What follows belongs to an exercise in optimizing a design on an open flow for small area; a production flow would make more cautious choices.
Where RTL was checked, it was by simulation tests only, not by an equivalence proof against the original.
The RTL of runs 3 and 4 was laid out without a check of its function.
No activity file was given, so power comes from the tool's default toggle rates.

### config.mk
export PLATFORM = sky130hd
export DESIGN_NAME = koto_evt_ctrl
export DESIGN_NICKNAME = koto_evt_ctrl
export VERILOG_FILES = /design/flow/design.v
export SDC_FILE = /design/flow/constraint.sdc
export NUM_CORES = 4
export LEC_CHECK = 0
export CAP_MARGIN = 20
export CORE_MARGIN = 2
export CORE_UTILIZATION = 60
export CTS_BUF_LIST = sky130_fd_sc_hd__clkbuf_4
export SLEW_MARGIN = 20
### constraint.sdc
create_clock -name core_clock -period 10.0 [get_ports {clk}]
set_input_delay 2.0000 -clock core_clock [delete_from_list [all_inputs] [get_ports {clk}]]
set_output_delay 2.0000 -clock core_clock [all_outputs]
set_load 0.01 [all_outputs]
### design.v
module koto_evt_ctrl(
  input  wire        clk,
  input  wire        reset,
  input  wire [15:0] din,
  input  wire [15:0] trig_in,
  input  wire [13:0] L1A_00, L1A_01, L1A_02, L1A_03,
  input  wire [13:0] L1A_04, L1A_05, L1A_06, L1A_07,
  input  wire [13:0] L1A_08, L1A_09, L1A_10, L1A_11,
  input  wire [13:0] L1A_12, L1A_13, L1A_14, L1A_15,
  input  wire        one_adc_finish_read,
  output wire [15:0] evt_rx_00, evt_rx_01, evt_rx_02, evt_rx_03,
  output wire [15:0] evt_rx_04, evt_rx_05, evt_rx_06, evt_rx_07,
  output wire [15:0] evt_rx_08, evt_rx_09, evt_rx_10, evt_rx_11,
  output wire [15:0] evt_rx_12, evt_rx_13, evt_rx_14, evt_rx_15,
  output wire        need_read,
  output wire        need_check,
  output wire [15:0] start_check,
  output wire        check_in_progress,
  output wire [1:0]  check_error,
  output wire [15:0] L1A_error,
  output wire        L1A_align,
  output wire        one_adc_finish_check,
  output wire [15:0] start_read,
  output wire [1:0]  tx_error,
  output wire [15:0] evt_tx
);
reg [15:0] rx [0:15];
reg        nr_q;           
reg        nc_q;           
reg        tx_up_q;        
reg        rd_act_q;       
reg [3:0]  rd_idx_q;       
reg [15:0] tx_q;           
reg [1:0]  tx_err_q;
reg        ck_act_q;       
reg [3:0]  ck_idx_q;       
reg        ofc_q;          
reg        ck_err_q;       
reg        align_q;        
reg        chk_err_q;      
wire [15:0] gt;
genvar gi, gb;
generate
  for (gi = 0; gi < 16; gi = gi + 1) begin : g_rx
    wire [16:0] cc;        
    wire [16:0] ic;        
    assign cc[0] = din[gi];
    assign ic[0] = din[gi];
    for (gb = 0; gb < 16; gb = gb + 1) begin : g_b
      assign cc[gb+1] = (rx[gi][gb] & ~tx_q[gb]) | ((rx[gi][gb] | ~tx_q[gb]) & cc[gb]);
      assign ic[gb+1] = rx[gi][gb] & ic[gb];
    end
    assign gt[gi] = cc[16] & ~ic[16];
    always @(posedge clk)
      if (reset) rx[gi] <= 16'd0;
      else       rx[gi] <= rx[gi] ^ ic[15:0];
  end
endgenerate
wire nr_d = &gt;
always @(posedge clk)
  if (reset) begin
    nr_q <= 1'b0;
    nc_q <= 1'b0;
  end else begin
    nr_q <= nr_d;
    nc_q <= nr_d & (tx_up_q | ~nr_q);
  end
wire rd_start = align_q & ~rd_act_q & nr_q;
wire rd_on    = rd_act_q | rd_start;
wire rd_adv   = one_adc_finish_read & rd_on;
wire rd_wrap  = rd_adv & (&rd_idx_q);
always @(posedge clk)
  if (reset) begin
    rd_act_q <= 1'b0;
    rd_idx_q <= 4'd0;
    tx_q     <= 16'd0;
    tx_err_q <= 2'b00;
    tx_up_q  <= 1'b0;
  end else begin
    rd_act_q <= rd_on & ~rd_wrap;
    rd_idx_q <= rd_idx_q + rd_adv;
    tx_q     <= tx_q + rd_wrap;
    tx_err_q <= tx_err_q | {align_q & rd_act_q, align_q & ~rd_act_q & ~nr_q};
    tx_up_q  <= rd_wrap;
  end
wire [13:0] l1a [0:15];
assign l1a[0]  = L1A_00; assign l1a[1]  = L1A_01; assign l1a[2]  = L1A_02; assign l1a[3]  = L1A_03;
assign l1a[4]  = L1A_04; assign l1a[5]  = L1A_05; assign l1a[6]  = L1A_06; assign l1a[7]  = L1A_07;
assign l1a[8]  = L1A_08; assign l1a[9]  = L1A_09; assign l1a[10] = L1A_10; assign l1a[11] = L1A_11;
assign l1a[12] = L1A_12; assign l1a[13] = L1A_13; assign l1a[14] = L1A_14; assign l1a[15] = L1A_15;
wire [2:0]  ev_sel = ck_idx_q[3:1];                       
wire [2:0]  od_sel = ck_idx_q[3:1] - {2'b00, ~ck_idx_q[0]};  
wire [13:0] ev_l1a = l1a[{ev_sel, 1'b0}];
wire [13:0] od_l1a = l1a[{od_sel, 1'b1}];
wire        l1a_ok = (ev_l1a == od_l1a) | (ck_idx_q == 4'd0);
wire        ck_try = ck_act_q & ~ofc_q & trig_in[ck_idx_q];
wire        ck_pass = ck_try & l1a_ok;
wire        ck_fail = ck_try & ~l1a_ok;
always @(posedge clk)
  if (reset) begin
    ck_act_q  <= 1'b0;
    ck_idx_q  <= 4'd0;
    ofc_q     <= 1'b0;
    ck_err_q  <= 1'b0;
    align_q   <= 1'b0;
    chk_err_q <= 1'b0;
  end else begin
    ck_act_q  <= ck_act_q ? ~(ofc_q & (&ck_idx_q)) : nc_q;
    ck_idx_q  <= ck_idx_q + ofc_q;
    ofc_q     <= ck_pass;
    ck_err_q  <= ck_fail | (ck_err_q & ~ck_pass);
    align_q   <= ck_pass & (&ck_idx_q);
    chk_err_q <= chk_err_q | (nc_q & ck_act_q);
  end
wire [15:0] ck_dec = 16'd1 << ck_idx_q;
wire [15:0] rd_dec = 16'd1 << rd_idx_q;
assign evt_rx_00 = rx[0];  assign evt_rx_01 = rx[1];  assign evt_rx_02 = rx[2];  assign evt_rx_03 = rx[3];
assign evt_rx_04 = rx[4];  assign evt_rx_05 = rx[5];  assign evt_rx_06 = rx[6];  assign evt_rx_07 = rx[7];
assign evt_rx_08 = rx[8];  assign evt_rx_09 = rx[9];  assign evt_rx_10 = rx[10]; assign evt_rx_11 = rx[11];
assign evt_rx_12 = rx[12]; assign evt_rx_13 = rx[13]; assign evt_rx_14 = rx[14]; assign evt_rx_15 = rx[15];
assign need_read            = nr_q;
assign need_check           = nc_q;
assign start_check          = {ck_dec[15:1], ck_dec[0] & ck_act_q};
assign check_in_progress    = ck_act_q;
assign check_error          = {1'b0, chk_err_q};
assign L1A_error            = {ck_dec[15:1] & {15{ck_err_q}}, 1'b0};
assign L1A_align            = align_q;
assign one_adc_finish_check = ofc_q;
assign start_read           = {rd_dec[15:1], rd_dec[0] & rd_act_q};
assign tx_error             = tx_err_q;
assign evt_tx               = tx_q;
endmodule
### flow/run.sh
#!/bin/bash
# Standard layout, with the port buffers made from the smallest buffer cell.
set -o pipefail
export BUFFER_PORTS_ARGS="-buffer_cell sky130_fd_sc_hd__buf_1"
bash standard.sh > standard.log 2>&1
### standard.sh
#!/bin/bash
# synth_recipe.tcl (not shown) runs the flow's synth.tcl, then flattens the netlist and writes it again
# the make line also repeats each setting of config.mk as NAME=value (left out here)
make -C /OpenROAD-flow-scripts/flow DESIGN_CONFIG=/design/flow/config.mk WORK_HOME=/design/flow/orfs CLKGATE_MAP_FILE= SYNTH_SCRIPT=/design/flow/synth_recipe.tcl "${@:-finish}"
==> results of run 1 <==
[cells by family (layout without fill, tap and decap cells)]
| kind of cell | Yosys count | after routing |
|---|---|---|
| fa+ha+maj | 334 | 334 |
| buf+inv | 187 | 821 |
| simple gates | 687 | 687 |
| flops | 291 | 291 |
| other cells | 1 | 13 |
| mux | 63 | 63 |
| xor+xnor | 31 | 31 |
| compound gates | 318 | 318 |
[routing by layer]
layer	global-route usage, %	vias up	wire length [um]
li1	-	8112	-
met1	51.7	8316	27500
met2	61.7	1017	30100
met3	16.7	249	8300
met4	29.7	12	5010
met5	2.40	-	83
[registers in the layout (all words and copies together) (netlist names), named ones only]
name,count
align_q,1
chk_err_q,1
ck_act_q,1
ck_idx_q,4
nc_q,1
nr_q,1
ofc_q,1
rd_act_q,1
rd_idx_q,4
rx,256
tx_err_q,2
tx_q,16
tx_up_q,1
[power groups by stage]
stage | clock network [mW] | registers (mW) | logic [mW]
5_1_grt | 1.17 | 1.19 | 0.212
2_1_floorplan | 0 | 1.22 | 0.0970
3_3_place_gp | 0 | 1.21 | 0.181
3_5_place_dp | 0 | 1.21 | 0.185
6_report | 1.12 | 1.19 | 0.193
4_1_cts | 1.12 | 1.19 | 0.188
[per-stage QoR]
| step | hold WS, ps | util [%] |
|---|---|---|
| floorplan | 438 | - |
| finish | 483 | 71.5 |
| global route | 521 | 71.5 |
| CTS | 493 | 71.4 |
| global placement | 452 | 68.1 |
| detailed placement | 477 | 68.1 |
[worst reg2reg max path, cell delays in order (launching register included)]
cell and delay (ps):
dfxtp_1 330, ha_1 190, ha_1 180, ha_1 180
ha_1 190, ha_1 180, ha_1 180, ha_1 180
ha_1 180, ha_1 200, ha_1 250, ha_1 200
ha_1 170, ha_1 180, ha_1 180, ha_1 190
ha_1 180, nor4_1 440, o2111ai_1 170, nand4b_1 220
a2111oi_2 250, nand4_1 160, a2111oi_2 290, o2111ai_1 160
nor4_1 430, and4_1 250
[Yosys cell counts (all sizes together) (12+ instances only)]
master and n:
o22ai 37, mux4 27, xnor2 19, nand3 30
o21ai 35, a211oi 24, dfxtp 291, buf 65
nand2b 76, ha 269, xor2 12, o221ai 20
nor2 70, and2 19, clkbuf 46, and3 26
nor3 23, a31oi 14, maj3 65, nor2b 329
nand2 61, a21oi 50, inv 75, mux2i 25
o2111ai 13
[worst max path at each step]
stage / start / to / slack (ps) / cells after the start
2_1_floorplan: din[7] / nc_q / 3390 / 25
3_3_place_gp: din[12] / nc_q / 2530 / 26
3_5_place_dp: din[11] / nc_q / 2460 / 26
4_1_cts: din[11] / nr_q / 3170 / 26
5_1_grt: din[12] / nc_q / 2870 / 26
6_report: din[11] / nr_q / 3130 / 26
[area by class of cell]
class	instances	area (um^2)
diodes	11	27.5
inverters	76	289
clock inverters	20	141
clock buffers	117	878
repair buffers	608	2370
multi-input cells	1435	11700
flip-flops and latches	291	5830
fillers	2545	8640
well taps	396	495
==> notes.md, run 1 <==
- H-tree depth: 3
- Setup slack, reg-to-reg: 4190 ps
- DRC violation count after routing: 0
- Commonest cells after routing, fill and taps aside: 584 x buf_1, 327 x nor2b_1, 289 x dfxtp_1
- CP Capture Type: flip-flop
- Row count: 64
- Starting Density: 60.5%
- Share of post-route cells with drive strength above 1: 9.38%
- Placed Instance Area: 20700 um^2
- Clk sink count: 291
- Total wire length: 70900 um
- Crit path DAT: 7510 ps
- Synth area leader: dfxtp_1
- #FFs+latches synth: 291
- Vias in the first global route: 16.3k
- Final cell count without fillers: 2954
- Die Y: 179 um
- Mux cell area share after synthesis: 5.35%
- Final-report hold violation count: 0
- Area contributors post-synth: dfxtp_1 32%, ha_1 18%, nor2b_1 11%
- Post-CTS Setup Bufs: 0
- Pre-CTS setup slack: 2460 ps
- Die width: 179 um
- Tightest Hold Check Type: flip-flop to flip-flop
- Post-synth EDFFs: 0
- Part of the power in the clock network: 44.8%
- Slew Viols, Final: 0
- Post-Synth Simple-Gate Area: 21.7%
- Gate power share: 7.7%
- Period minus WS final: 6870 ps
- Bufs and invs on worst path: 1
- Vias: 17.7k
- Final ANT Viol Nets: 0
- Pwr Total: 2.50 mW
- Delay-heaviest family, CP: adder cells
- Reg-to-Reg Start: rx[11][0]
- CTS max path bufs: 3
- Rel. slew slack: 19.9%
- Worst Hold Launch: tx_err_q[1]
- Leakage: 9.53 nW
- TNS Setup: 0 ps
- TritonCTS buffer count: 81
- Seq pwr share: 47.5%
- Commonest non-fill, non-tap cell in the layout: buf_1
- Post-cts sizing count: 0
- Root buffer cell: clkbuf_4
- RSZ-0062 raised after global routing: false
- Worst-Margin Slew: 1170 ps
- Vias/cell: 5.99
- # nets final: 3021
- CP startpoint kind: input pin
- I/O Buffers: 585
- Sw Ratio: 26.2%
- Floorplan Core Area: 30300 um^2
- Highest-delay cell along the critical path: nor4_1
- Worst Skew: 65.9 ps
- Hold EP: tx_err_q[1]
- Syn Std Cell Area: 18400 um^2
- CTS Hold Bufs: 0
- Xor/xnor share of the synthesized area: 1.52%
- Final global-route overflow total: 0
- Tot GR Track Use: 42.7%
- Fmax: 146 MHz
- Worst hold path stage count: 2
- Synth warn: 2
- Final Setup Violations: 0
- Max Cap Viol: 0
- Initial antenna violation count: 18
- Final Cell Area: 21700 um^2
- Worst-skew pair later-pin latency: 750 ps
- Syn Area/Cell: 9.60 um^2
- RR Endpoint: nr_q
- Cell Int Power: 1.85 mW
- Largest net degree at the start of global routing: 90
- Area Growth Syn to Fin: 18.3%
- Largest family of logic cells by synthesized area: adder cells
- Adder-cell area share of the yosys netlist: 22.0%
- Max FO, Critical Path: 3
- HPWL Detailed: 54200 um
- Outcome: timing/DRC/antenna clean
- DR WL/cell: 24.0 um
- Synthesized instance count: 1912
- GP Congestion: 0.970
- Clk pin slew, worst setup/hold paths: 60 ps
- Worst setup slack after layout: 3130 ps
- Critical Path RT: 10640 ps
- Tcrit/Tclk final: 68.7%
- Yosys top cell area share: 31.7%
- Full die area: 32000 um^2
- Peak VDD IR: 0.000111 V
- Most frequent CP cell: ha_1
- Pwr/cell area: 115 nW/um^2
- Top_reg_cell synth: dfxtp_1
- Crit Path Category: input pin to flip-flop
- IO Count: 588
- DR pass1 iterations: 8
- First-pass GRT wire length: 101000 um
- Ys async rst share: 0%
- 1st-iter DRT viols: 1719
- TritonCTS clock tree: done
- Sw power: 0.654 mW
- Number of distinct library cells after synthesis: 86
- Worst stage delay on the critical path: 440 ps
- Complex-gate fraction of the synthesized area: 12.9%
- Post-synthesis sequential area ratio: 31.7%
- Worst R2R Path Depth: 25
- Placed Cells incl. Taps: 2806
==> inputs of run 2 (changes only) <==
==> run.sh (new file) <==
#!/bin/bash
# synth_recipe.tcl (not shown) runs the flow's synth.tcl, then flattens the netlist and writes it again
# the make line also repeats each setting of config.mk as NAME=value (left out here)
make -C /OpenROAD-flow-scripts/flow DESIGN_CONFIG=/design/flow/config.mk WORK_HOME=/design/flow/orfs CLKGATE_MAP_FILE= SYNTH_SCRIPT=/design/flow/synth_recipe.tcl finish
removed: flow/run.sh
removed: standard.sh
==> run 2 against run 1 <==
Against the previous run: still clean on timing, DRC and antenna; count of clock-buffer cells in the layout decreased by 3; first-iteration DRC count is 3.8% higher; clock skew rose by 5.1 ps.
==> notes.md, run 2 <==
- Outcome: timing/DRC/antenna clean
- Post-CTS Setup Bufs: 0
- TNS Setup: 0 ps
- Bufs and invs on worst path: 1
- First-pass GRT wire length: 107000 um
- Area contributors post-synth: dfxtp_1 32%, ha_1 18%, nor2b_1 11%
- Crit path DAT: 8000 ps
- Max Cap Viol: 0
- Row count: 64
- #FFs+latches synth: 291
- Period minus WS final: 7390 ps
- Final cell count without fillers: 2952
- 1st-iter DRT viols: 1785
- Commonest cells after routing, fill and taps aside: 584 x clkdlybuf4s50_1, 327 x nor2b_1, 289 x dfxtp_1
- Final global-route overflow total: 0
- Complex-gate fraction of the synthesized area: 12.9%
- Max FFs per register: 256
- Number of distinct library cells after synthesis: 86
- Worst setup slack after layout: 2610 ps
- Largest family of logic cells by synthesized area: adder cells
- Tcrit/Tclk final: 73.9%
- Final ANT Viol Nets: 0
- GP Congestion: 0.974
- Count leader, synth: nor2b_1
- TritonCTS buffer count: 77
- Post-synthesis sequential area ratio: 31.7%
- Synthesized instance count: 1912
- Synth area leader: dfxtp_1
- Floorplan Core Area: 30300 um^2
- Commonest non-fill, non-tap cell in the layout: clkdlybuf4s50_1
- I/O Buffers: 585
- Xor/xnor share of the synthesized area: 1.52%
- Delay-heaviest family, CP: adder cells
- DRC violation count after routing: 0
- Top_reg_cell synth: dfxtp_1
- Post-synth EDFFs: 0
- Initial antenna violation count: 19
- Crit Path Category: input pin to flip-flop
- Starting Density: 60.5%
- Most frequent CP cell: ha_1
- CTS max path bufs: 3
- Clk sink count: 291
- DR WL/cell: 25.4 um
- CP startpoint kind: input pin
- Biggest register: rx
- H-tree depth: 3
- Total wire length: 74900 um
- Die width: 179 um
- Yosys top cell area share: 31.7%
- CTS Hold Bufs: 0
- Tot GR Track Use: 45.1%
- Root buffer cell: clkbuf_4
- DR pass1 iterations: 6
- Share of post-route cells with drive strength above 1: 9.23%
- CP Capture Type: flip-flop
- Max FO, Critical Path: 3
- Tightest Hold Check Type: flip-flop to flip-flop
- Worst stage delay on the critical path: 520 ps
- Vias: 18.1k
- Full die area: 32000 um^2
- Highest-delay cell along the critical path: nor4_1
- Largest net degree at the start of global routing: 123
- TritonCTS clock tree: done
- Clk pin slew, worst setup/hold paths: 70 ps
- Vias in the first global route: 17.7k
- Post-cts sizing count: 0
- Placed Cells incl. Taps: 2806
- Peak VDD IR: 0.000104 V
- Post-Synth Simple-Gate Area: 21.7%
- Synth top cells by count: 327 x nor2b_1, 291 x dfxtp_1, 269 x ha_1
- Critical Path RT: 10610 ps
- Slew Viols, Final: 0
- Syn Std Cell Area: 18400 um^2
- Vias/cell: 6.14
- Synth warn: 2
- Mux cell area share after synthesis: 5.35%
- Final Setup Violations: 0
- Fmax: 135 MHz
- Filler instances: 1897
- Worst-Margin Slew: 973 ps
- Worst Skew: 71.0 ps
- Die Y: 179 um
- Syn Area/Cell: 9.60 um^2
- Rel. slew slack: 33.5%
- IO Count: 588
- HPWL Detailed: 56800 um
- Worst-skew pair later-pin latency: 730 ps
- Leakage: 11.0 nW
- Final-report hold violation count: 0
- Pre-CTS setup slack: 1970 ps
- Area Growth Syn to Fin: 38.1%
- Regs by FF count: rx (256), tx_q (16)
- Pwr/cell area: 101 nW/um^2
- Ys async rst share: 0%
- # nets final: 3017
- RSZ-0062 raised after global routing: false
- Adder-cell area share of the yosys netlist: 22.0%
==> run 2: cell count changes in the layout (fill, tap and decap cells not counted), moves of 2 or more <==
cell / previous run / this run
buf_1: 584 / 0
clkdlybuf4s50_1: 0 / 584
clkbuf_4: 118 / 114
clkinv_1: 13 / 17
diode_2: 11 / 9
==> run 2: metrics by stage <==
step                util [%]  cell area, um^2  hold slack, ps  power [mW]
finish                  83.5            25300             474        2.56
global route            83.5            25300             503        2.64
CTS                     83.4            25300             475        2.55
detailed placement      80.1            24300             459        1.48
global placement        80.1            24300             452        1.47
floorplan                  -            18400             438        1.31
==> run 2: final timing paths <==
check,from,end,slack [ps],cells past startpoint
min,tx_err_q[0],tx_err_q[0],470,2
max reg2reg,rx[12][0],nr_q,4030,25
max,din[12],nr_q,2610,26
min reg2reg,tx_err_q[0],tx_err_q[0],470,2
==> run 2: where the power goes <==
group | switching, mW | internal [mW]
Combinational | 0.107 | 0.167
Sequential | 0.0148 | 1.17
Clock | 0.523 | 0.574
==> run 2: routing by layer <==
metal	track usage, %	wire length, um
met1	51.8	27000
met5	0	152
met3	19.1	9740
met2	66.4	31700
met4	33.9	6330
==> run 2: cell type report <==
class,instances,area (um^2),share of cell area (%)
sequential,291,5830,23.0
inverter,76,289,1.14
multi-input combinational,1435,11700,46.1
antenna,9,22.5,0.0889
tap,396,495,1.95
clock buffer,114,856,3.38
timing repair buffer,608,6030,23.8
clock inverter,23,148,0.583
==> run 2: cell families after synthesis <==
| group | Yosys count |
|---|---|
| compound gates | 318 |
| xor+xnor | 31 |
| fa+ha+maj | 334 |
| flops | 291 |
| simple gates | 687 |
| other cells | 1 |
| mux | 63 |
| buf+inv | 187 |
==> run 2: worst min-delay path, stage by stage (launching register included) <==
cell     delay (ps)
dfxtp_1         330
a21oi_1          40
nor2_1           70
==> inputs of run 3 (changes only) <==
--- a/design.v
+++ b/design.v
@@ -47,7 +47,11 @@
     assign cc[0] = din[gi];
-    assign ic[0] = din[gi];
     for (gb = 0; gb < 16; gb = gb + 1) begin : g_b
       assign cc[gb+1] = (rx[gi][gb] & ~tx_q[gb]) | ((rx[gi][gb] | ~tx_q[gb]) & cc[gb]);
-      assign ic[gb+1] = rx[gi][gb] & ic[gb];
+      if (gb == 0) begin : g_c0
+        assign ic[gb] = din[gi];
+      end else begin : g_cn
+        assign ic[gb] = din[gi] & (&rx[gi][gb-1:0]);
+      end
     end
+    assign ic[16] = din[gi] & (&rx[gi]);
     assign gt[gi] = cc[16] & ~ic[16];
==> flow/run.sh (new file) <==
#!/bin/bash
# Standard ORFS layout (standard.sh) with two changes:
#  * synthesis maps the logic with an area-oriented ABC script (flow/area.abc),
#    through flow/synth_area.tcl, which otherwise runs synth_recipe.tcl as is;
#  * the port buffers use the smallest buffer cell.
# Each tool's output goes to standard.log; ORFS's own logs stay under orfs/logs.
set -euo pipefail
W=$(pwd)
export AREA_ABC_SCRIPT=$W/flow/area.abc
export FLOW_SYNTH_TCL=$W/synth_recipe.tcl
export BUFFER_PORTS_ARGS="-buffer_cell sky130_fd_sc_hd__buf_1"
sed "s|SYNTH_SCRIPT=[^ ]*|SYNTH_SCRIPT=$W/flow/synth_area.tcl|" standard.sh > standard_area.sh
grep -q "SYNTH_SCRIPT=$W/flow/synth_area.tcl" standard_area.sh
bash standard_area.sh > standard.log 2>&1
==> flow/area.abc (new file) <==
strash
&get -n
&fraig -x
&put
dc2
strash
&get -n
&dch -f
&nf -R 1000
&st
&syn2
&dch -f
&nf -R 1000
&st
&dch -f
&nf -R 1000
&put
==> flow/synth_area.tcl (new file) <==
# The standard flow's synthesis (synth_recipe.tcl, unchanged) with one difference: the
# combinational logic is mapped by ABC with an area-oriented script
# (area.abc) in place of ORFS's speed script. Registers are not touched.
set ::area_abc_script $::env(AREA_ABC_SCRIPT)
proc abc {args} {
  set i [lsearch -exact $args -script]
  if { $i >= 0 } {
    lset args [expr { $i + 1 }] $::area_abc_script
  }
  yosys abc {*}$args
}
source $::env(FLOW_SYNTH_TCL)
==> standard.sh (new file) <==
#!/bin/bash
# synth_recipe.tcl (not shown) runs the flow's synth.tcl, then flattens the netlist and writes it again
# the make line also repeats each setting of config.mk as NAME=value (left out here)
make -C /OpenROAD-flow-scripts/flow DESIGN_CONFIG=/design/flow/config.mk WORK_HOME=/design/flow/orfs CLKGATE_MAP_FILE= SYNTH_SCRIPT=/design/flow/synth_recipe.tcl "${@:-finish}"
removed: run.sh
==> run 3 against run 2 <==
Against the previous run: the run now fails in 3_2_place_iop; synthesized cell count is 8.2% lower; area after synthesis is 20% lower.
==> notes.md, run 3 <==
- Outcome: aborted with a tool error
- Failing step: 3_2_place_iop
- First error: [ERROR PPL-0024] Number of IO pins (588) exceeds maximum number of available positions (574). Increase the die perimeter from 643.12um to 799.68um.
- Die width: 161 um
- Post-synthesis sequential area ratio: 39.5%
- Count leader, synth: dfxtp_1
- Synth area leader: dfxtp_1
- Row count: 57
- Area contributors post-synth: dfxtp_1 40%, a21oi_1 8.2%, nor3_1 5.8%
- Starting Density: 60.8%
- Synth top cells by count: 291 x dfxtp_1, 241 x a21oi_1, 172 x nor3_1
- Post-Synth Simple-Gate Area: 21.8%
- Synth warn: 2
- Number of distinct library cells after synthesis: 46
- Largest family of logic cells by synthesized area: compound AO/OA/AOI/OAI gates
- Die Y: 161 um
- Top_reg_cell synth: dfxtp_1
- Mux cell area share after synthesis: 0%
- #FFs+latches synth: 291
- Synthesized instance count: 1756
- Syn Std Cell Area: 14700 um^2
- Adder-cell area share of the yosys netlist: 2.60%
- Complex-gate fraction of the synthesized area: 32.9%
- Ys async rst share: 0%
- Syn Area/Cell: 8.40 um^2
- Yosys top cell area share: 39.5%
- Post-synth EDFFs: 0
- Xor/xnor share of the synthesized area: 1.90%
-- run 3: changes by cell type after synthesis, moves of 63 or more --
cell / delta
ha_1: -240
nand2b_1: -65
o21a_1: +91
a22oi_1: +78
nor3_1: +149
nor2b_1: -300
and2_0: +63
and3_1: +80
inv_1: -64
a21oi_1: +191
-- run 3: kinds of logic after synthesis --
family	count (synthesis)
adder cells (fa/ha/maj)	31
AO/OA/AOI/OAI	733
AND/OR/NAND/NOR	621
other	1
buffers and inverters	47
XOR/XNOR	32
flip-flops	291
==> inputs of run 4 (changes only) <==
--- a/config.mk
+++ b/config.mk
@@ -8,5 +8,5 @@
 export CAP_MARGIN = 20
-export CORE_MARGIN = 2
-export CORE_UTILIZATION = 60
+export CORE_AREA = 4 4 198 198
 export CTS_BUF_LIST = sky130_fd_sc_hd__clkbuf_4
+export DIE_AREA = 0 0 202 202
 export SLEW_MARGIN = 20
==> run 4 against run 3 <==
Against the previous run: now clean on timing, DRC and antenna; area after synthesis unchanged; synthesized cell count unchanged.
==> notes.md, run 4 <==
- Row count: 70
- Top sig layer: met5
- Post-synthesis sequential area ratio: 39.5%
- #FFs+latches synth: 291
- Post-CTS Setup Bufs: 0
- Final cell count without fillers: 3008
- RSZ-0062 raised after global routing: false
- Reg-to-Reg Start: ck_idx_q[1]
- Critical Path RT: 10600 ps
- Placed Cells incl. Taps: 2875
- Worst hold path stage count: 2
- Synth top cells by count: 291 x dfxtp_1, 241 x a21oi_1, 172 x nor3_1
- Commonest cells after routing, fill and taps aside: 584 x buf_1, 291 x dfxtp_1, 241 x a21oi_1
- Worst hold margin: 454 ps
- Clk sink count: 291
- Tightest Hold Check Type: flip-flop to flip-flop
- FF/Latch Area: 5830 um^2
- IO Count: 588
- DRC violation count after routing: 0
- HPWL Detailed: 52100 um
- Final Setup Violations: 0
- Crit Path Category: input pin to flip-flop
- Period minus WS final: 5320 ps
- Final ANT Viol Nets: 0
- Post-cts sizing count: 0
- Area Growth Syn to Fin: 27.1%
- DR WL/cell: 22.2 um
- Syn Std Cell Area: 14700 um^2
- Synth area leader: dfxtp_1
- CP startpoint kind: input pin
- Synthesized instance count: 1756
- Rel. slew slack: 30.3%
- Leakage: 6.74 nW
- Pre-CTS setup slack: 3950 ps
- CP Capture Type: flip-flop
- Met2 Wirelength: 28700 um
- Setup slack, reg-to-reg: 5530 ps
- TritonCTS clock tree: done
- Sw Ratio: 26.1%
- Max Cap Viol: 0
- Syn Area/Cell: 8.40 um^2
- Final Cell Area: 18700 um^2
- Clk pin slew, worst setup/hold paths: 60 ps
- Pwr Total: 2.44 mW
- Core Util, Final: 50.8%
- Sw power: 0.636 mW
- Vias/cell: 5.83
- Yosys top cell area share: 39.5%
- GP Congestion: 0.967
- 1st-iter DRT viols: 1516
- Outcome: timing/DRC/antenna clean
- Multi-input gate area: 8740 um^2
- Worst-Margin Slew: 1050 ps
- Slew Viols, Final: 0
- I/O Buffers: 585
- Full die area: 40800 um^2
- Regs by FF count: rx (256), tx_q (16)
- Worst Skew: 36.5 ps
- Ys async rst share: 0%
- Worst R2R Path Depth: 15
- Total wire length: 66800 um
- H-tree depth: 3
- Synth warn: 2
- Gate power share: 8.8%
- Pwr/cell area: 130 nW/um^2
- Final global-route overflow total: 0
- Tcrit/Tclk final: 53.2%
- TritonCTS buffer count: 77
- Worst setup slack after layout: 4680 ps
- Fmax: 188 MHz
- Peak VDD IR: 0.0000936 V
- Hold EP: nc_q
- Biggest register: rx
- Root buffer cell: clkbuf_4
- Worst Hold Launch: tx_up_q
- Worst-skew pair later-pin latency: 710 ps
- Tot GR Track Use: 30.4%
- Part of the power in the clock network: 42.3%
- Seq pwr share: 48.9%
- Post-synth EDFFs: 0
- Largest net degree at the start of global routing: 94
- Die Y: 202 um
- Filler instances: 3815
- Top_reg_cell synth: dfxtp_1
- CTS max path bufs: 3
- Final-report hold violation count: 0
- Die width: 202 um
- First-pass GRT wire length: 97500 um
- Starting Density: 40.0%
- Commonest non-fill, non-tap cell in the layout: buf_1
- # nets final: 2738
- TNS Setup: 0 ps
- Crit path DAT: 5920 ps
- Number of distinct library cells after synthesis: 46
- Initial antenna violation count: 3
- DR pass1 iterations: 8
- Area contributors post-synth: dfxtp_1 40%, a21oi_1 8.2%, nor3_1 5.8%
- Share of post-route cells with drive strength above 1: 6.07%
- Vias in the first global route: 15.9k
- Met3 wire length: 8140 um
- Wl on met1: 28100 um
- RR Endpoint: align_q
- Max FO, Critical Path: 5
- Count leader, synth: dfxtp_1
- Floorplan Core Area: 36900 um^2
- Vias: 17.5k
- CTS Hold Bufs: 0
- Max FFs per register: 256
- Cell Int Power: 1.80 mW
- Placed Instance Area: 17800 um^2
==> run 4: cell counts after synthesis <==
Identical to the previous run, type by type.
==> run 4: worst max path at each step <==
stage | startpoint | end | slack [ps] | cells after the start
after floorplan | din[11] | nc_q | 4820 | 17
after global placement | din[13] | nc_q | 4120 | 17
after detailed placement | din[15] | nc_q | 3950 | 16
after CTS | din[15] | nc_q | 4710 | 16
after global routing | din[1] | nc_q | 4390 | 17
final | din[15] | nc_q | 4680 | 16
==> run 4: power by group through the flow <==
| stage | clock network [mW] | logic [mW] | registers, mW |
|---|---|---|---|
| after floorplan | 0 | 0.105 | 1.22 |
| after global placement | 0 | 0.210 | 1.22 |
| after detailed placement | 0 | 0.211 | 1.22 |
| after CTS | 1.06 | 0.213 | 1.19 |
| after global routing | 1.12 | 0.239 | 1.19 |
| final | 1.03 | 0.214 | 1.19 |
==> run 4: cells by family (layout without fill, tap and decap cells) <==
group                      after synthesis  in the layout  synth area share, %
xor gates and xnor gates                32             32                 1.90
buffers and inverters                   47            793                 1.27
and+or+nand+nor                        621            621                 21.8
DFF                                    291            291                 39.5
other                                    1              3               0.0254
AOI/OAI and AO/OA                      733            733                 32.9
adders and majority gates               31             31                 2.60
==> run 4: cell type report <==
type	count	share of cell area [%]
tap	504	3.36
sequential	291	31.1
clock buffer	118	4.73
antenna	1	0.0134
timing repair buffer	617	13.0
clock inverter	14	0.287
multi-input combinational	1419	46.6
inverter	44	0.881
==> run 4: worst max-delay path, stage by stage <==
cell,delay [ps]
buf_1,120
and4_1,260
and3_1,240
and3_1,220
and2_0,220
and3_1,230
and2_0,230
and3_1,280
and3_1,240
and2_0,200
a2111oi_0,630
nand4_1,160
a211oi_1,240
o2111ai_1,160
nor3_1,270
a21boi_0,210
==> run 4: metal layers <==
metal | track usage [%] | vias up
li1 | - | 8389
met1 | 40.2 | 8269
met2 | 45.6 | 775
met3 | 12.9 | 109
met4 | 8.64 | 2
met5 | 0 | -
==> inputs of run 5 (changes only) <==
--- a/design.v
+++ b/design.v
@@ -75,2 +75,12 @@
 wire rd_wrap  = rd_adv & (&rd_idx_q);
+wire [15:0] tx_inc;
+generate
+  for (gb = 0; gb < 16; gb = gb + 1) begin : g_tx
+    if (gb == 0) begin : g_c0
+      assign tx_inc[gb] = rd_wrap;
+    end else begin : g_cn
+      assign tx_inc[gb] = rd_wrap & (&tx_q[gb-1:0]);
+    end
+  end
+endgenerate
 always @(posedge clk)
@@ -85,3 +95,3 @@
     rd_idx_q <= rd_idx_q + rd_adv;
-    tx_q     <= tx_q + rd_wrap;
+    tx_q     <= tx_q ^ tx_inc;
     tx_err_q <= tx_err_q | {align_q & rd_act_q, align_q & ~rd_act_q & ~nr_q};
--- a/flow/run.sh
+++ b/flow/run.sh
@@ -11,2 +11,3 @@
 export BUFFER_PORTS_ARGS="-buffer_cell sky130_fd_sc_hd__buf_1"
+export CTS_ARGS="-sink_clustering_enable -repair_clock_nets -dont_use_dummy_load -buf_list sky130_fd_sc_hd__clkbuf_4 -sink_clustering_size 10 -sink_clustering_max_diameter 50"
 sed "s|SYNTH_SCRIPT=[^ ]*|SYNTH_SCRIPT=$W/flow/synth_area.tcl|" standard.sh > standard_area.sh
==> run 5 against run 4 <==
Against the previous run: setup slack better by 170 ps; area after synthesis up 0.24%; power down 19%; clock skew up 11 ps; count of clock-buffer cells in the layout down 80; flip-flop and latch count unchanged; via count down 0.75%; final cell count down 2.9%; register-to-register slack worse by 170 ps; die area unchanged; hold slack better by 38 ps; critical path type unchanged; largest power group unchanged; highest routed layer unchanged.
==> notes.md, run 5 <==
- Outcome: timing/DRC/antenna clean
- First-pass GRT wire length: 101000 um
- Pwr/cell area: 109 nW/um^2
- HPWL Detailed: 54800 um
- Crit path DAT: 5720 ps
- Adder-cell area share of the yosys netlist: 2.37%
- CP startpoint kind: input pin
- Ys async rst share: 0%
- Synth area leader: dfxtp_1
- Worst R2R Path Depth: 16
- H-tree depth: 2
- Worst-skew pair later-pin latency: 670 ps
- Final-report hold violation count: 0
- Final Setup Violations: 0
- Full die area: 40800 um^2
- Synth top cells by count: 291 x dfxtp_1, 248 x a21oi_1, 162 x nor3_1
- Largest family of logic cells by synthesized area: compound AO/OA/AOI/OAI gates
- Share of post-route cells with drive strength above 1: 2.74%
- CTS Hold Bufs: 0
- DR pass1 iterations: 8
- Top_reg_cell synth: dfxtp_1
- CP Capture Type: flip-flop
- Area contributors post-synth: dfxtp_1 39%, a21oi_1 8.4%, nor3_1 5.5%
- Max FO, Critical Path: 5
- Starting Density: 40.1%
- Synth warn: 2
- #FFs+latches synth: 291
- Clk sink count: 291
- Delay-heaviest family, CP: simple AND/OR/NAND/NOR gates
- GP Congestion: 0.982
- Synthesized instance count: 1758
- Setup slack, reg-to-reg: 5360 ps
- Fmax: 194 MHz
- TritonCTS clock tree: done
- Most frequent CP cell: and3_1
- Post-CTS Setup Bufs: 0
- Leakage: 6.44 nW
- Syn Std Cell Area: 14800 um^2
- Worst setup slack after layout: 4860 ps
- Clk pin slew, worst setup/hold paths: 120 ps
- Pre-CTS setup slack: 4210 ps
- Post-cts sizing count: 0
- Tcrit/Tclk final: 51.4%
- Total wire length: 69900 um
- Instance count on the critical path: 16
- Critical Path RT: 10570 ps
- Commonest cells after routing, fill and taps aside: 584 x buf_1, 291 x dfxtp_1, 248 x a21oi_1
- Commonest non-fill, non-tap cell in the layout: buf_1
- Tot GR Track Use: 31.6%
- RR Endpoint: align_q
- Post-synthesis sequential area ratio: 39.4%
- I/O Buffers: 585
- Biggest register: rx
- Met1 Use GR: 34.3%
- Post-synth EDFFs: 0
- CTS max path bufs: 3
- Syn Area/Cell: 8.41 um^2
- Tightest Hold Check Type: flip-flop to flip-flop
- Regs by FF count: rx (256), tx_q (16)
- Met2 usage: 58.4%
- Die Y: 202 um
- DR WL/cell: 23.9 um
- Number of distinct library cells after synthesis: 48
- IO Count: 588
- Row count: 70
- Worst Skew: 47.1 ps
- Met3 Use GR: 7.85%
- CP startpoint: din[7]
- Largest net degree at the start of global routing: 94
- Post-Synth Simple-Gate Area: 21.9%
- Mux cell area share after synthesis: 0%
- RSZ-0062 raised after global routing: false
- TritonCTS buffer count: 38
- Worst stage delay on the critical path: 390 ps
- Worst-Margin Slew: 1010 ps
- Crit-path cells: buf_1 -> and4_1 -> and3_1 -> and3_1 -> and2_0 -> and3_1 -> and2_0 -> and3_1 -> and2_0 -> and3_1 -> a2111oi_0 -> nand4_1 -> nor4_1 -> nor4b_1 -> and3_1 -> a21boi_0
- Final global-route overflow total: 0
- Peak VDD IR: 0.0000974 V
- Area Growth Syn to Fin: 22.6%
- Initial antenna violation count: 19
- Vias: 17.4k
- Critical Path End: nc_q
- Reg-to-Reg Start: ck_idx_q[1]
- DRC violation count after routing: 0
- # nets final: 2695
- 1st-iter DRT viols: 1569
- Final ANT Viol Nets: 0
- Xor/xnor share of the synthesized area: 1.48%
- Highest-delay cell along the critical path: a2111oi_0
- Slew Viols, Final: 0
- Count leader, synth: dfxtp_1
- Complex-gate fraction of the synthesized area: 33.7%
- Crit Path Category: input pin to flip-flop
- Filler instances: 3801
- Die width: 202 um
- Root buffer cell: clkbuf_4
- Vias/cell: 5.96
- Max Cap Viol: 0
- Rel. slew slack: 32.1%
- Vias in the first global route: 16.1k
- Pwr Total: 1.98 mW
- Floorplan Core Area: 36900 um^2
- Bufs and invs on worst path: 1
- Yosys top cell area share: 39.4%
- Max FFs per register: 256
- TNS Setup: 0 ps
- Period minus WS final: 5140 ps
- Worst hold margin: 492 ps
- Most Used Layer, Global Route: met2
-- run 5: cell types whose count changed in the layout (fill, tap and decap cells not counted), sizes merged, moves of 8 or more --
cell,delta
o21ai,-18
diode,+10
a22o,+11
o22ai,+9
clkbuf,-80
nand2,+9
nor2,+8
clkinv,-18
nor3,-10
o21bai,+9
and4,+8
a22oi,-8
nand4,-9
-- run 5: layout make-up --
type	count	area, um^2	share of cell area (%)
diodes	11	27.5	0.152
clock buffers	38	285	1.57
inverters	40	150	0.828
flip-flops and latches	291	5830	32.1
repair buffers	612	2420	13.4
well taps	504	631	3.48
multi-input cells	1425	8790	48.5
-- run 5: how the worst min path moves through the flow --
stage / start / end / slack [ps] / cells past startpoint
floorplan: tx_up_q / nc_q / 420 / 2
global placement: chk_err_q / chk_err_q / 450 / 2
detailed placement: tx_err_q[0] / tx_err_q[0] / 460 / 2
CTS: tx_err_q[0] / tx_err_q[0] / 490 / 2
global route: tx_err_q[1] / tx_err_q[1] / 520 / 2
finish: tx_err_q[0] / tx_err_q[0] / 490 / 2
-- run 5: report_power, final --
part / switching, mW / internal [mW]
clock: 0.396 / 0.176
combinational: 0.120 / 0.0971
sequential: 0.0203 / 1.17
-- run 5: cells by family after synthesis --
group	Yosys count
buffers and inverters	43
other	1
adder cells (fa/ha/maj)	28
AO/OA/AOI/OAI	746
XOR/XNOR	25
flip-flops	291
AND/OR/NAND/NOR	624
-- run 5: worst min-delay path, cell delays in order, from the launching register on --
cell     delay, ps
dfxtp_1        350
a21oi_1         40
nor2_1          70
-- run 5: layer usage --
layer | up-vias | part of all wire (%)
li1 | 8267 | -
met2 | 673 | 51
met1 | 8336 | 36
met4 | 4 | 4.8
met3 | 133 | 8.0
met5 | - | 0.047
-- run 5: stage by stage --
stage                     std cells  instance area (um^2)  utilization (%)
final                          2921                 18100             49.2
after global routing           2918                 18100             49.1
after CTS                      2909                 18100             49.0
after detailed placement       2871                 17800             48.2
after global placement         2871                 17800             48.2
after floorplan                1759                 14800                -
==> inputs of run 6 (changes only) <==
--- a/flow/run.sh
+++ b/flow/run.sh
@@ -11,3 +11,3 @@
 export BUFFER_PORTS_ARGS="-buffer_cell sky130_fd_sc_hd__buf_1"
-export CTS_ARGS="-sink_clustering_enable -repair_clock_nets -dont_use_dummy_load -buf_list sky130_fd_sc_hd__clkbuf_4 -sink_clustering_size 10 -sink_clustering_max_diameter 50"
+export CTS_ARGS="-sink_clustering_enable -repair_clock_nets -dont_use_dummy_load -buf_list sky130_fd_sc_hd__clkbuf_8 -sink_clustering_size 20 -sink_clustering_max_diameter 60"
 sed "s|SYNTH_SCRIPT=[^ ]*|SYNTH_SCRIPT=$W/flow/synth_area.tcl|" standard.sh > standard_area.sh
==> run 6 against run 5 <==
Against the previous run: still clean; die area stayed put; synthesized cell count is the same; global-route usage down 0.26 points; fmax fell by 2.0%; non-clock buffer count unchanged; setup slack lost 110 ps; clock skew grew 36 ps; power rose by 3.2%; routed wire length fell by 0.87%; sequential share of layout area is 0.16 points lower.
==> notes.md, run 6 <==
- Tightest Hold Check Type: flip-flop to flip-flop
- Complex-gate fraction of the synthesized area: 33.7%
- Floorplan Core Area: 36900 um^2
- Synthesized instance count: 1758
- Most frequent CP cell: and3_1
- Post-Synth Simple-Gate Area: 21.9%
- IO Count: 588
- Die width: 202 um
- Placed Cells incl. Taps: 2871
- Final ANT Viol Nets: 0
- Vias: 17.3k
- Worst R2R Path Depth: 16
- Final global-route overflow total: 0
- Total wire length: 69300 um
- Final cell count without fillers: 2907
- DRC violation count after routing: 0
- Area Growth Syn to Fin: 23.3%
- Filler instances: 3780
- Max FO, Critical Path: 5
- Mux cell area share after synthesis: 0%
- RSZ-0062 raised after global routing: false
- Syn Area/Cell: 8.41 um^2
- Clk pin slew, worst setup/hold paths: 110 ps
- Vias/cell: 5.96
- Post-synthesis sequential area ratio: 39.4%
- Regs by FF count: rx (256), tx_q (16)
- Area contributors post-synth: dfxtp_1 39%, a21oi_1 8.4%, nor3_1 5.5%
- Xor/xnor share of the synthesized area: 1.48%
- Synth area leader: dfxtp_1
- Reg-to-Reg Start: ck_idx_q[1]
- Commonest cells after routing, fill and taps aside: 584 x buf_1, 291 x dfxtp_1, 248 x a21oi_1
- Final-report hold violation count: 0
- Count leader, synth: dfxtp_1
- Critical Path RT: 10460 ps
- Worst-skew pair later-pin latency: 620 ps
- Final Setup Violations: 0
- Commonest non-fill, non-tap cell in the layout: buf_1
- Setup slack, reg-to-reg: 5420 ps
- Max FFs per register: 256
- TritonCTS clock tree: done
- Final Cell Area: 18200 um^2
- H-tree depth: 1
- Fmax: 190 MHz
- CTS Hold Bufs: 0
- Post-CTS Setup Bufs: 0
- Hold EP: tx_err_q[0]
- Worst stage delay on the critical path: 390 ps
- Full die area: 40800 um^2
- Crit-path cells: buf_1 -> and4_1 -> and3_1 -> and3_1 -> and2_0 -> and3_1 -> and2_0 -> and3_1 -> and2_0 -> and3_1 -> a2111oi_0 -> nand4_1 -> nor4_1 -> nor4b_1 -> and3_1 -> a21boi_0
- TritonCTS buffer count: 28
- Core Util, Final: 49.4%
- DR pass1 iterations: 7
- Worst Skew: 83.2 ps
- Rel. slew slack: 32.6%
- Pwr/cell area: 112 nW/um^2
- Root buffer cell: clkbuf_8
- Syn Std Cell Area: 14800 um^2
- Yosys top cell area share: 39.4%
- Outcome: timing/DRC/antenna clean
- DR WL/cell: 23.8 um
- CP startpoint kind: input pin
- Largest family of logic cells by synthesized area: compound AO/OA/AOI/OAI gates
- First-pass GRT wire length: 99700 um
- Synth warn: 2
- Starting Density: 40.1%
- Largest net degree at the start of global routing: 94
- Slew Viols, Final: 0
- Peak VDD IR: 0.000122 V
- Worst hold path stage count: 2
- Die Y: 202 um
- Clk sink count: 291
- HPWL Detailed: 54800 um
- Post-synth EDFFs: 0
- Placed Instance Area: 17800 um^2
- Ys async rst share: 0%
- Crit Path Category: input pin to flip-flop
- RR Endpoint: align_q
- CTS max path bufs: 3
- Initial antenna violation count: 17
- TNS Setup: 0 ps
- CP Capture Type: flip-flop
- 1st-iter DRT viols: 1452
- Tcrit/Tclk final: 52.5%
- Adder-cell area share of the yosys netlist: 2.37%
- Vias in the first global route: 16.0k
- Top_reg_cell synth: dfxtp_1
- I/O Buffers: 585
- # nets final: 2685
- Worst Hold Launch: tx_err_q[0]
- Synth top cells by count: 291 x dfxtp_1, 248 x a21oi_1, 162 x nor3_1
- Max Cap Viol: 0
- Number of distinct library cells after synthesis: 48
- #FFs+latches synth: 291
- Leakage: 6.46 nW
- Post-cts sizing count: 0
- Highest-delay cell along the critical path: a2111oi_0
- Share of post-route cells with drive strength above 1: 2.34%
- Period minus WS final: 5250 ps
- Biggest register: rx
- Crit path DAT: 5710 ps
- Worst-Margin Slew: 1000 ps
- Row count: 70
- Tot GR Track Use: 31.4%
- GP Congestion: 0.982
[run 6: layer usage]
layer	wire, um	global-route usage, %	up-vias
met5	76	0	-
met3	5850	8.07	149
met4	4370	17.2	10
met1	24700	33.8	8226
met2	34300	56.1	692
li1	-	-	8239
[run 6: cell families after synthesis]
logic type	count (synthesis)
AOI/OAI and AO/OA	746
DFF	291
other	1
and+or+nand+nor	624
xor gates and xnor gates	25
buffers and inverters	43
adders and majority gates	28
[run 6: worst max-delay path by stage]
stage,start,to,slack [ps],cells after the start
floorplan,din[7],nc_q,4880,15
CTS,din[7],nc_q,4770,16
finish,din[7],nc_q,4750,16
global placement,din[7],nc_q,4230,16
detailed placement,din[7],nc_q,4210,16
global route,din[7],nc_q,4440,16
[run 6: area by class of cell]
type                    instances  area [um^2]  share of cell area, %
multi-input cells            1425         8790                   48.2
flip-flops and latches        291         5830                   32.0
repair buffers                612         2420                   13.3
well taps                     504          631                   3.46
clock buffers                  28          385                   2.12
inverters                      40          150                  0.824
diodes                          7         17.5                 0.0961
[run 6: critical path, delay by kind of cell]
| kind | cells | cell delay, ps |
|---|---|---|
| AO/OA/AOI/OAI | 2 | 550 |
| buffers and inverters | 1 | 120 |
| AND/OR/NAND/NOR | 13 | 3030 |
[run 6: metrics by stage]
step           power [mW]  hold WS (ps)  worst slack [ps]
5_1_grt              2.13           517              4440
4_1_cts              2.06           485              4770
3_3_place_gp         1.43           451              4230
3_5_place_dp         1.43           459              4210
2_1_floorplan        1.33           420              4880
6_report             2.04           488              4750
[run 6: where the power goes]
part | switching [mW] | internal [mW] | total, mW
clock network | 0.387 | 0.248 | 0.636
logic | 0.120 | 0.0972 | 0.217
registers | 0.0202 | 1.17 | 1.19
total | 0.527 | 1.52 | 2.04
==> inputs of run 7 (changes only) <==
--- a/design.v
+++ b/design.v
@@ -27,4 +27,4 @@
 reg [15:0] rx [0:15];
-reg        nr_q;           
-reg        nc_q;           
+reg        nr_prev_q;      
+reg        up_prev_q;      
 reg        tx_up_q;        
@@ -38,3 +38,2 @@
 reg        ck_err_q;       
-reg        align_q;        
 reg        chk_err_q;      
@@ -45,4 +44,4 @@
     wire [16:0] cc;        
-    wire [16:0] ic;        
-    assign cc[0] = din[gi];
+    wire [15:0] ic;        
+    assign cc[0] = tx_up_q;
     for (gb = 0; gb < 16; gb = gb + 1) begin : g_b
@@ -55,4 +54,3 @@
     end
-    assign ic[16] = din[gi] & (&rx[gi]);
-    assign gt[gi] = cc[16] & ~ic[16];
+    assign gt[gi] = cc[16];
     always @(posedge clk)
@@ -62,11 +60,13 @@
 endgenerate
-wire nr_d = &gt;
+wire nr_q = (&gt) & ~(tx_up_q & ~(|tx_q));
+wire nc_q = nr_q & (up_prev_q | ~nr_prev_q);
 always @(posedge clk)
   if (reset) begin
-    nr_q <= 1'b0;
-    nc_q <= 1'b0;
+    nr_prev_q <= 1'b0;
+    up_prev_q <= 1'b0;
   end else begin
-    nr_q <= nr_d;
-    nc_q <= nr_d & (tx_up_q | ~nr_q);
+    nr_prev_q <= nr_q;
+    up_prev_q <= tx_up_q;
   end
+wire align_q = ofc_q & (&ck_idx_q);
 wire rd_start = align_q & ~rd_act_q & nr_q;
@@ -118,3 +118,2 @@
     ck_err_q  <= 1'b0;
-    align_q   <= 1'b0;
     chk_err_q <= 1'b0;
@@ -124,4 +123,3 @@
     ofc_q     <= ck_pass;
-    ck_err_q  <= ck_fail | (ck_err_q & ~ck_pass);
-    align_q   <= ck_pass & (&ck_idx_q);
+    ck_err_q  <= ck_try ? ~l1a_ok : ck_err_q;
     chk_err_q <= chk_err_q | (nc_q & ck_act_q);
==> flow/run.sh (replaced) <==
#!/bin/bash
# Standard ORFS layout (standard.sh) with three changes:
#  * synthesis maps the logic with an area-oriented ABC script (flow/area.abc),
#    through flow/synth_area.tcl, which otherwise runs synth_recipe.tcl as is;
#  * the port buffers use the smallest buffer cell;
#  * clock tree: clkbuf_8 buffers over clusters of up to 14 flip-flops,
#    without dummy loads.
# Each tool's output goes to standard.log; ORFS's own logs stay under orfs/logs.
set -euo pipefail
W=$(pwd)
export AREA_ABC_SCRIPT=$W/flow/area.abc
export FLOW_SYNTH_TCL=$W/synth_recipe.tcl
export BUFFER_PORTS_ARGS="-buffer_cell sky130_fd_sc_hd__buf_1"
export CTS_ARGS="-sink_clustering_enable -repair_clock_nets -dont_use_dummy_load -buf_list sky130_fd_sc_hd__clkbuf_4 -sink_clustering_size 10 -sink_clustering_max_diameter 35"
sed "s|SYNTH_SCRIPT=[^ ]*|SYNTH_SCRIPT=$W/flow/synth_area.tcl|" standard.sh > standard_area.sh
grep -q "SYNTH_SCRIPT=$W/flow/synth_area.tcl" standard_area.sh
bash standard_area.sh > standard.log 2>&1
--- a/flow/area.abc
+++ b/flow/area.abc
@@ -15,3 +15,3 @@
 &dch -f
-&nf -R 1000
+&nf -R 1000 -C 32
 &put
--- a/config.mk
+++ b/config.mk
@@ -7,6 +7,6 @@
 export LEC_CHECK = 0
-export CAP_MARGIN = 20
+export CAP_MARGIN = 0
 export CORE_AREA = 4 4 198 198
-export CTS_BUF_LIST = sky130_fd_sc_hd__clkbuf_4
 export DIE_AREA = 0 0 202 202
-export SLEW_MARGIN = 20
+export GPL_TIMING_DRIVEN = 0
+export SLEW_MARGIN = 0
==> run 7 against run 6 <==
Against the previous run: critical endpoint is now need_check; routed wire length is 0.90% lower; sequential power hardly changed; sequential share of layout area is 0.066 points higher; die area stayed put; count of clock-buffer cells in the layout is 26 higher; area after synthesis is 1.6% lower; largest cell class unchanged; first-iteration DRC count is 5.8% lower; register-to-register slack worse by 3500 ps; critical path depth is 4 higher; fmax is 36% lower.
==> notes.md, run 7 <==
- Pwr/cell area: 115 nW/um^2
- Synth top cells by count: 290 x dfxtp_1, 227 x a21oi_1, 172 x nor3_1
- Final global-route overflow total: 0
- Worst setup slack after layout: 1820 ps
- Area Growth Syn to Fin: 24.6%
- CTS Hold Bufs: 0
- Worst-skew pair later-pin latency: 750 ps
- Row count: 70
- #FFs+latches synth: 290
- 1st-iter DRT viols: 1368
- Crit path DAT: 6180 ps
- I/O Buffers: 585
- Rel. slew slack: 9.25%
- Share of post-route cells with drive strength above 1: 3.52%
- Commonest cells after routing, fill and taps aside: 584 x buf_1, 290 x dfxtp_1, 227 x a21oi_1
- Final Setup Violations: 0
- First-pass GRT wire length: 99900 um
- Worst R2R Path Depth: 32
- Total wire length: 68700 um
- TritonCTS buffer count: 54
- IO Count: 588
- Clk pin slew, worst setup/hold paths: 80 ps
- CP Capture Type: output pin
- Number of distinct library cells after synthesis: 42
- Ys async rst share: 0%
- Die width: 202 um
- RSZ-0062 raised after global routing: false
- Floorplan Core Area: 36900 um^2
- RR Endpoint: tx_q[15]
- CTS max path bufs: 3
- Vias: 16.9k
- Commonest non-fill, non-tap cell in the layout: buf_1
- Hold EP: tx_err_q[1]
- Max FFs per register: 256
- # nets final: 2644
- Root buffer cell: clkbuf_4
- Peak VDD IR: 0.0000820 V
- Final ANT Viol Nets: 0
- Syn Area/Cell: 8.56 um^2
- Slew Viols, Final: 0
- Max Cap Viol: 0
- Biggest register: rx
- Yosys top cell area share: 39.9%
- DR pass1 iterations: 7
- Tightest Hold Check Type: flip-flop to flip-flop
- DR WL/cell: 24.0 um
- Post-CTS Setup Bufs: 0
- TritonCTS clock tree: done
- Worst hold margin: 468 ps
- Reg-to-Reg Start: tx_up_q
- Worst-Margin Slew: 1360 ps
- Vias/cell: 5.92
- Top_reg_cell synth: dfxtp_1
- Clk sink count: 290
- Full die area: 40800 um^2
- DRC violation count after routing: 0
- Core Util, Final: 49.1%
- Count leader, synth: dfxtp_1
- Pre-CTS setup slack: 2220 ps
- Post-synth EDFFs: 0
- Vias in the first global route: 15.4k
- Synth area leader: dfxtp_1
- HPWL Detailed: 53000 um
- Leakage: 6.42 nW
- Synthesized instance count: 1698
- Tot GR Track Use: 31.6%
- Fmax: 122 MHz
- Largest net degree at the start of global routing: 52
- Max FO, Critical Path: 16
- Worst hold path stage count: 2
- Post-synthesis sequential area ratio: 39.9%
- Worst Skew: 89.1 ps
- Period minus WS final: 8180 ps
- Area contributors post-synth: dfxtp_1 40%, a21oi_1 7.8%, nor3_1 5.9%
- H-tree depth: 2
- Die Y: 202 um
- Regs by FF count: rx (256), tx_q (16)
- CP startpoint: tx_up_q
- Crit Path Category: flip-flop to output pin
- Critical Path RT: 8000 ps
- GP Congestion: 0.974
- Outcome: timing/DRC/antenna clean
- Worst Hold Launch: tx_err_q[1]
- Starting Density: 39.4%
- Syn Std Cell Area: 14500 um^2
- Setup slack, reg-to-reg: 1970 ps
- Tcrit/Tclk final: 81.8%
- Post-cts sizing count: 0
- Final-report hold violation count: 0
- Initial antenna violation count: 7
- Synth warn: 2
- CP startpoint kind: flip-flop
## run 7: power breakdown
group	internal, mW	switching (mW)	total (mW)
Clock	0.245	0.415	0.660
Combinational	0.113	0.126	0.239
Sequential	1.17	0.0198	1.19
## run 7: layer usage
layer / part of all wire (%) / vias up / track usage, % / routed length (um)
li1: - / 8089 / - / -
met1: 42 / 8000 / 40.8 / 28600
met2: 44 / 726 / 49.1 / 30000
met3: 11 / 114 / 11.5 / 7430
met4: 3.8 / 2 / 10.7 / 2590
met5: 0.015 / - / 0 / 10
## run 7: logic make-up after synthesis
| family | after synthesis | synth area share [%] |
|---|---|---|
| XOR/XNOR | 36 | 2.17 |
| other | 1 | 0.0258 |
| AO/OA/AOI/OAI | 705 | 32.6 |
| adder cells (fa/ha/maj) | 31 | 2.62 |
| flip-flops | 290 | 39.9 |
| AND/OR/NAND/NOR | 597 | 21.6 |
| buffers and inverters | 38 | 1.06 |
## run 7: per-stage QoR
| step | std cells | total power [mW] | setup TNS [ps] | area (um^2) |
|---|---|---|---|---|
| floorplan | 1699 | 1.34 | 0 | 14500 |
| global placement | 2788 | 1.46 | -497600 | 17400 |
| detailed placement | 2801 | 1.45 | 0 | 17600 |
| CTS | 2855 | 2.10 | 0 | 18000 |
| global route | 2862 | 2.18 | 0 | 18100 |
| finish | 2862 | 2.09 | 0 | 18100 |
## run 7: how the worst max path moves through the flow
stage,end,cells past startpoint
final,need_check,20
after detailed placement,tx_q[15],31
after global placement,tx_up_q,2
after floorplan,tx_q[15],31
after global routing,tx_q[15],32
after CTS,need_check,19
## run 7: area by class of cell
cell class	count	area, um^2
Tap cell	504	631
Timing Repair Buffer	602	2490
Sequential cell	290	5810
Clock buffer	54	405
Inverter	35	131
Fill cell	3787	18800
Antenna cell	3	7.51
Buffer	3	22.5
Multi-Input combinational cell	1371	8620
## run 7: critical path, stage by stage, from the launching register on
cell       delay [ps]
dfxtp_1           340
nand2b_1         1020
a221oi_1          190
o21ai_0           250
o21a_1            150
maj3_1            250
o21ai_0           110
a2bb2oi_1         260
maj3_1            210
o21ai_0            70
o2bb2ai_1         180
a21oi_1           190
a221oi_1           60
o2bb2ai_1         190
o21ai_0           100
nand2_1           190
o2111ai_1         160
nor4b_1           530
nand4_1           370
a21oi_1           360
buf_1             280
==> inputs of run 8 (changes only) <==
--- a/flow/run.sh
+++ b/flow/run.sh
@@ -13,3 +13,3 @@
 export BUFFER_PORTS_ARGS="-buffer_cell sky130_fd_sc_hd__buf_1"
-export CTS_ARGS="-sink_clustering_enable -repair_clock_nets -dont_use_dummy_load -buf_list sky130_fd_sc_hd__clkbuf_4 -sink_clustering_size 10 -sink_clustering_max_diameter 35"
+export CTS_ARGS='-sink_clustering_enable -repair_clock_nets -dont_use_dummy_load -buf_list {sky130_fd_sc_hd__clkbuf_4 sky130_fd_sc_hd__clkbuf_8} -sink_clustering_size 10 -sink_clustering_max_diameter 40'
 sed "s|SYNTH_SCRIPT=[^ ]*|SYNTH_SCRIPT=$W/flow/synth_area.tcl|" standard.sh > standard_area.sh
==> run 8 against run 7 <==
Against the previous run: hold slack lost 1.1 ps; setup slack gained 210 ps; first-iteration DRC count grew 11%; global-route usage is essentially flat; area after synthesis is the same; die area is the same; routed wire length is essentially flat; synthesized cell count is the same; combinational power is essentially flat; power grew 7.1%; fmax grew 2.6%.
==> notes.md, run 8 <==
- Crit path DAT: 8430 ps
- Reg-to-Reg Start: tx_up_q
- CTS max path bufs: 3
- Synthesized instance count: 1698
- Share of post-route cells with drive strength above 1: 3.07%
- 1st-iter DRT viols: 1522
- H-tree depth: 2
- RR Endpoint: tx_q[15]
- Count leader, synth: dfxtp_1
- Final-report hold violation count: 0
- RSZ-0062 raised after global routing: false
- Synth top cells by count: 290 x dfxtp_1, 227 x a21oi_1, 172 x nor3_1
- Clk pin slew, worst setup/hold paths: 70 ps
- TNS Setup: 0 ps
- Post-synth EDFFs: 0
- DR pass1 iterations: 9
- Max Cap Viol: 0
- DR WL/cell: 24.1 um
- CP Capture Type: flip-flop
- Max FFs per register: 256
- Worst hold path stage count: 2
- Worst-skew pair later-pin latency: 580 ps
- Tcrit/Tclk final: 79.7%
- Initial antenna violation count: 6
- Max FO, Critical Path: 16
- Clk sink count: 290
- Crit Path Category: flip-flop to flip-flop
- TritonCTS clock tree: done
- Number of distinct library cells after synthesis: 42
- Worst Hold Launch: tx_err_q[1]
- Vias in the first global route: 15.4k
- IO Count: 588
- Worst stage delay on the critical path: 970 ps
- Die Y: 202 um
- Final ANT Viol Nets: 0
- First-pass GRT wire length: 99800 um
- Vias/cell: 5.88
- Leakage: 6.49 nW
- DRC violation count after routing: 0
- Final global-route overflow total: 0
- Post-cts sizing count: 0
- Regs by FF count: rx (256), tx_q (16)
- Fmax: 126 MHz
- Highest-delay cell along the critical path: nand2b_1
- Peak VDD IR: 0.0000928 V
- Ys async rst share: 0%
- Tot GR Track Use: 31.6%
- Final Setup Violations: 0
- Area Growth Syn to Fin: 25.9%
- Placed Cells incl. Taps: 2801
- Worst R2R Path Depth: 32
- Filler instances: 3757
- # nets final: 2633
- #FFs+latches synth: 290
- Final cell count without fillers: 2851
- Worst Skew: 67.8 ps
- Outcome: timing/DRC/antenna clean
- Syn Std Cell Area: 14500 um^2
- Largest net degree at the start of global routing: 52
- Synth area leader: dfxtp_1
- Top_reg_cell synth: dfxtp_1
- Area contributors post-synth: dfxtp_1 40%, a21oi_1 7.8%, nor3_1 5.9%
- Post-synthesis sequential area ratio: 39.9%
- Root buffer cell: clkbuf_8
- I/O Buffers: 585
- Full die area: 40800 um^2
- Syn Area/Cell: 8.56 um^2
- CTS Hold Bufs: 0
- Setup slack, reg-to-reg: 2030 ps
- Biggest register: rx
- GP Congestion: 0.974
- Total wire length: 68600 um
- Hold EP: tx_err_q[1]
- CP startpoint kind: flip-flop
- Yosys top cell area share: 39.9%
- Post-CTS Setup Bufs: 0
- Die width: 202 um
- Commonest cells after routing, fill and taps aside: 584 x buf_1, 290 x dfxtp_1, 227 x a21oi_1
- HPWL Detailed: 53000 um
- Period minus WS final: 7970 ps
- Starting Density: 39.4%
- Slew Viols, Final: 0
- Vias: 16.8k
- Floorplan Core Area: 36900 um^2
- Tightest Hold Check Type: flip-flop to flip-flop
- TritonCTS buffer count: 43
- Pwr/cell area: 122 nW/um^2
- Rel. slew slack: 8.23%
- Row count: 70
- Critical Path RT: 10460 ps
- Worst-Margin Slew: 1370 ps
- Synth warn: 2
- Commonest non-fill, non-tap cell in the layout: buf_1
-- run 8: worst max-delay path: cells and delay by family (launching register included) --
family / cells / cell delay [ps]
adders and majority gates: 2 / 440
and+or+nand+nor: 16 / 4880
xor gates and xnor gates: 1 / 170
AOI/OAI and AO/OA: 13 / 2020
DFF: 1 / 340
-- run 8: cell families after synthesis --
family	after synthesis	synth area share, %
compound gates	705	32.6
xor+xnor	36	2.17
fa+ha+maj	31	2.62
buf+inv	38	1.06
flops	290	39.9
other cells	1	0.0258
simple gates	597	21.6
-- run 8: cell type report --
type | count | area [um^2] | area share [%]
Tap cell | 504 | 631 | 3.44
Inverter | 35 | 131 | 0.717
Sequential cell | 290 | 5810 | 31.7
Timing Repair Buffer | 602 | 2500 | 13.7
Multi-Input combinational cell | 1371 | 8620 | 47.1
Buffer | 3 | 22.5 | 0.123
Clock buffer | 43 | 592 | 3.23
Antenna cell | 3 | 7.51 | 0.0410
-- run 8: power breakdown --
| group | switching [mW] | internal [mW] |
|---|---|---|
| logic | 0.126 | 0.113 |
| registers | 0.0200 | 1.17 |
| clock network | 0.427 | 0.380 |
-- run 8: worst max path at each step --
stage | startpoint | depth (start not counted) | end | slack, ps
6_report | tx_up_q | 32 | tx_q[15] | 2030
4_1_cts | tx_up_q | 19 | need_check | 2200
2_1_floorplan | tx_q[0] | 31 | tx_q[15] | 4000
3_3_place_gp | reset | 2 | tx_up_q | -2340
5_1_grt | tx_up_q | 32 | tx_q[15] | 1320
3_5_place_dp | tx_up_q | 31 | tx_q[15] | 2220
-- run 8: layer usage --
metal | global-route usage [%] | vias up | part of all wire [%]
met4 | 10.1 | 0 | 3.6
met2 | 49.0 | 660 | 44
li1 | - | 8035 | -
met1 | 41.2 | 7960 | 42
met3 | 11.2 | 108 | 11
met5 | 0 | - | 0
-- run 8: stage by stage --
step                utilization (%)  hold slack (ps)  total power, mW  instance area, um^2  worst slack, ps
floorplan                         -              438             1.34                14500             4000
global placement               47.1              456             1.46                17400            -2340
detailed placement             47.8              460             1.45                17600             2220
CTS                            49.4              470             2.26                18200             2200
global route                   49.7              495             2.33                18300             1320
finish                         49.7              467             2.24                18300             2030

==> port drivers added, routing unchanged <==
The results above use ideal ports. As a check the final layouts listed here were re-extracted and re-timed, cells and wires unchanged. Step 1, drivers: a clkbuf_16 drives clk and a buf_2 each remaining input, both assumed. Step 2, shift: input delay + t, output delay - t, t = (earliest + latest rising clock arrival at the registers) / 2. This alone moves slack from input paths to output paths. a / b / c = ideal / step 1 / step 2; a / b = the first two.
run | t (ns) | setup slack, ns | worst setup path at the end
run 1 | 0.769 | 3.132 / 3.146 / 2.377 | input to register
run 2 | 0.746 | 2.611 / 2.633 / 1.887 | input to register
run 4 | 0.742 | 4.685 / 4.714 / 3.972 | input to register
run 5 | 0.689 | 4.857 / 4.885 / 4.196 | input to register
run 6 | 0.621 | 4.750 / 4.775 / 4.154 | input to register
run 7 | 0.754 | 1.822 / 1.774 / 1.973 | register to register
run 8 | 0.589 | 2.033 / 2.011 / 2.033 | register to register
After both steps setup and hold are still met in every run listed. For run 1, which loses most, drivers alone change the setup slack by +0.014 ns; drivers and shift together by -0.755 ns.
